This design comes from an exercise in tuning for small area, a short achievable clock period and few clock cycles on the open sky130 flow, not from production work. At most, simulation tests tie the RTL to the original design; equivalence was not proved. Power is estimated from default activity; no workload was simulated.

## JK
## cpu
module cpu(clk, reset, read_data, datapath_out, mem_cmd, mem_addr);
  input clk, reset;
  input [15:0] read_data;
  output [15:0] datapath_out;
  output reg [1:0] mem_cmd;
  output reg [8:0] mem_addr;
  reg [15:0] R [0:7];
  reg [15:0] w1;        
  reg [2:0]  w1b;       
  reg        v1;        
  reg [15:0] ir;
  reg        irv;       
  reg [15:0] A, B;
  reg [8:0]  ma;
  reg        mab;       
  reg        inflight;  
  reg        ldwb;      
  reg [2:0]  ld_rd;
  reg        halted;
  reg [8:0]  pc;        
  wire [2:0] opcode = ir[15:13];
  wire [1:0] op     = ir[12:11];
  wire [1:0] sh     = ir[4:3];
  wire is_ldr = opcode == 3'b011;
  wire is_str = opcode == 3'b100;
  wire is_hlt = opcode == 3'b111;
  wire exec   = irv & ~ldwb & ~halted & ~(mab & (is_ldr | is_str));
  wire memop  = exec & (is_ldr | is_str);
  reg [15:0] sb;
  always_comb begin
    case (sh)
      2'b00: sb = B;
      2'b01: sb = {B[14:0], 1'b0};
      2'b10: sb = {1'b0, B[15:1]};
      default: sb = {B[15], B[15:1]};
    endcase
  end
  wire [15:0] sum;
  pfx_add #(16) add16 (.a(A), .b(sb), .s(sum));
  reg [15:0] res;
  reg        wr;
  always_comb begin
    res = 16'b0;
    wr  = 1'b0;
    if (opcode == 3'b110) begin
      if (op == 2'b10) begin
        res = {{8{ir[7]}}, ir[7:0]};
        wr = 1'b1;
      end else if (op == 2'b00) begin
        res = sb;
        wr = 1'b1;
      end
    end else if (opcode == 3'b101) begin
      case (op)
        2'b00: begin res = sum;    wr = 1'b1; end
        2'b10: begin res = A & sb; wr = 1'b1; end
        2'b11: begin res = ~sb;    wr = 1'b1; end
        default: ;
      endcase
    end
  end
  wire [2:0] wnum = (opcode == 3'b110 && op == 2'b10) ? ir[10:8] : ir[7:5];
  wire        wx    = exec & wr;
  wire        we    = ldwb | wx;
  wire [2:0]  waddr = ldwb ? ld_rd : wnum;
  wire [15:0] wdata = ldwb ? read_data : res;
  always_ff @(posedge clk) begin
    if (we) R[waddr] <= wdata;
  end
  wire adv  = ~irv | exec;    
  wire take = ~v1 | adv;      
  wire stall_n;
  ...
For scale: about 1,200 cells after synthesis.
Settings: LEC_CHECK=0, CAP_MARGIN=20, CORE_MARGIN=2, CORE_UTILIZATION=40, SETUP_SLACK_MARGIN=2.5, SLEW_MARGIN=20; clock period 6.0 ns.
run.sh (not shown) runs the stock make flow with config.mk's settings and CLKGATE_MAP_FILE= SYNTH_SCRIPT=/design/flow/synth_recipe.tcl, a recipe that flattens the netlist after the stock synthesis.
The following lists how MS was set up differently from JK:
Settings: setting CTS_CLUSTER_DIAMETER to 150 for the first time; setting CTS_CLUSTER_SIZE to 22 for the first time.
## What came out
- The total internal power reported for MS is smaller than that of JK by 18%.
- Compared with JK, MS shows wire length that has gone down slightly.
- The clock buffer instance count of the final layout in MS sits 6 below the value recorded for JK.
- Against JK, MS comes in about 0.34% higher on post-detailed-route wirelength per cell.
No run of this note included a check of the RTL's function; only the layout flow was run.

---

Setup of job 2734:
Another version of the RTL of cpu (not shown whole).
Size: ~870 cells after synthesis, roughly 190 flip-flops, about 45 I/O pins, roughly 11,000 um^2 of cells after synthesis.
==> flow/config.mk <==
export PLATFORM = sky130hd
export DESIGN_NAME = cpu
export DESIGN_NICKNAME = cpu
export VERILOG_FILES = /design/flow/design.v
export SDC_FILE = /design/flow/constraint.sdc
export NUM_CORES = 4
export LEC_CHECK = 0
export CAP_MARGIN = 20
export CORE_MARGIN = 2
export CORE_UTILIZATION = 40
export SETUP_SLACK_MARGIN = 3.0
export SLEW_MARGIN = 20
==> flow/constraint.sdc <==
create_clock -name core_clock -period 6.0 [get_ports {clk}]
set_input_delay 1.2000 -clock core_clock [delete_from_list [all_inputs] [get_ports {clk}]]
set_output_delay 1.2000 -clock core_clock [all_outputs]
set_load 0.01 [all_outputs]
diff inputs: job 2734 => job 4598
-- flow/config.mk --
<<< job 2734, line 11
export SETUP_SLACK_MARGIN = 3.0
>>> job 4598, line 11
--- outcome ---
Job 4598 ends up with a global-route usage that is 2.2 points lower than in job 2734. Job 4598 reports a lower overall power than job 2734 does. Job 4598 has worst hold slack below what job 2734 had.
No run of this note included a check of the RTL's function; only the layout flow was run.

---

Setup of alpha:
Another version of the RTL of cpu (not shown whole).
Size: roughly 1100 cells after synthesis.
Design cpu, start of the top module:
module cpu(clk, reset, read_data, datapath_out, mem_cmd, mem_addr);
Settings: LEC_CHECK=0, CAP_MARGIN=20, CORE_MARGIN=2, CORE_UTILIZATION=40, SETUP_SLACK_MARGIN=3.0, SLEW_MARGIN=20; clock period 6.0 ns.
Testbench counts of alpha, summed over its fixed seeds: cycles 9,896.
> inputs changed (alpha -> beta)
# alpha
export LEC_CHECK = 0
export CAP_MARGIN = 20
export CORE_MARGIN = 2
export CORE_UTILIZATION = 40
export SETUP_SLACK_MARGIN = 3.0
export SLEW_MARGIN = 20
create_clock -name core_clock -period 6.0 [get_ports {clk}]
# beta
export LEC_CHECK = 0
export CAP_MARGIN = 20
export CORE_MARGIN = 2
export CORE_UTILIZATION = 40
export CTS_CLUSTER_DIAMETER = 150
export CTS_CLUSTER_SIZE = 22
export SETUP_SLACK_MARGIN = 2.5
export SLEW_MARGIN = 20
create_clock -name core_clock -period 6.0 [get_ports {clk}]
### Flow results
Relative to alpha, worst setup slack before clock tree synthesis has decreased by 0.18 ns in beta.
Diff alpha -> beta: fraction of power spent switching nets went up; total wirelength of the detailed-routed design dropped 3.9%; number of gates on the worst path with buffers counted went up by 1.
Of beta and alpha, the higher multi-input gate share of the layout cell area belongs to beta.
beta went all the way through synthesis, placement and routing and the layout is clean on timing, DRC and antenna.
Going from alpha to beta, clock power now sits lower; met3 demand-to-capacity share in global routing now sits lower.
[inputs] gamma vs beta
# beta
export LEC_CHECK = 0
export CAP_MARGIN = 20
export CORE_MARGIN = 2
export CORE_UTILIZATION = 40
export CTS_CLUSTER_DIAMETER = 150
export CTS_CLUSTER_SIZE = 22
export SETUP_SLACK_MARGIN = 2.5
export SLEW_MARGIN = 20
create_clock -name core_clock -period 6.0 [get_ports {clk}]
# gamma
export LEC_CHECK = 0
export CAP_MARGIN = 20
export CORE_MARGIN = 2
export CORE_UTILIZATION = 40
export CTS_CLUSTER_DIAMETER = 150
export CTS_CLUSTER_SIZE = 22
export SETUP_SLACK_MARGIN = 2.5
export SLEW_MARGIN = 20
export TNS_END_PERCENT = 10
create_clock -name core_clock -period 6.0 [get_ports {clk}]
==> comparison <==
- Re peak clock frequency supported by timing: gamma and beta aren't equal, and the higher value belongs to beta.
- Going from beta to gamma, quantity of gates resized following cts dropped about 25%; smallest setup slack after layout now smaller; share of cell area taken by multi-input logic gates dropped 0.16 points; final standard cell area without fillers moved down; overall power down 0.69%.
Inputs modified between gamma and delta:
# gamma
export LEC_CHECK = 0
export CAP_MARGIN = 20
export CORE_MARGIN = 2
export CORE_UTILIZATION = 40
export CTS_CLUSTER_DIAMETER = 150
export CTS_CLUSTER_SIZE = 22
export SETUP_SLACK_MARGIN = 2.5
export SLEW_MARGIN = 20
export TNS_END_PERCENT = 10
create_clock -name core_clock -period 6.0 [get_ports {clk}]
# delta
export LEC_CHECK = 0
export CAP_MARGIN = 20
export CORE_MARGIN = 2
export CORE_UTILIZATION = 40
export SETUP_SLACK_MARGIN = 2.5
export SLEW_MARGIN = 20
create_clock -name core_clock -period 6.0 [get_ports {clk}]
[summary]
- [compare] base=gamma new=delta: smallest hold slack fell 0.0070 ns, clock-pin slew of the registers on the worst-case setup and hold paths fell 0.04 ns.
- Share of the clock period used by the worst path in delta is 3.3 points lower than in gamma

==> port drivers added, routing unchanged <==
No port has a modelled driver above. Below, the same layouts with a new extraction and two added sets of constraints. Step 1 (the two cells are an assumption about what drives the block):
set clk [get_ports {clk}]
set_driving_cell -lib_cell sky130_fd_sc_hd__clkbuf_16 $clk
set_driving_cell -lib_cell sky130_fd_sc_hd__buf_2 [delete_from_list [all_inputs] $clk]
Step 2 adds t to the input delays and takes it off the output delays; t is the mean of the earliest and latest rising clock arrival at the registers after step 1. Input paths then give back, and output paths get back, about the clock's delay inside the block. a / b / c = ideal / step 1 / step 2; a / b = the first two.
run | t (ns) | setup slack, ns | hold WS [ns] | clock arrival spread, ns | worst data-port slew with drivers (ns)
JK | 0.582 | 2.383 / 2.333 / 2.104 | 0.420 / 0.420 / 0.420 | 0.013 / 0.014 | 0.04
MS | 0.548 | 2.401 / 2.350 / 2.137 | 0.431 / 0.431 / 0.431 | 0.029 / 0.029 | 0.04
job 2734 | 0.487 | 1.549 / 1.549 / 1.544 | 0.449 / 0.449 / 0.449 | 0.017 / 0.017 | 0.04
job 4598 | 0.475 | 0.575 / 0.575 / 0.575 | 0.442 / 0.442 / 0.442 | 0.012 / 0.012 | 0.04
alpha | 0.590 | 2.516 / 2.462 / 2.438 | 0.425 / 0.425 / 0.425 | 0.020 / 0.020 | 0.03
beta | 0.530 | 2.496 / 2.442 / 2.126 | 0.419 / 0.419 / 0.419 | 0.033 / 0.033 | 0.04
gamma | 0.534 | 2.337 / 2.284 / 1.884 | 0.415 / 0.415 / 0.415 | 0.036 / 0.037 | 0.04
delta | 0.587 | 2.536 / 2.483 / 2.036 | 0.408 / 0.408 / 0.408 | 0.021 / 0.021 | 0.04
After both steps every run listed still meets setup and hold. The setup slack of delta, which loses most, moves by -0.053 ns with the drivers and by -0.500 ns with both steps.
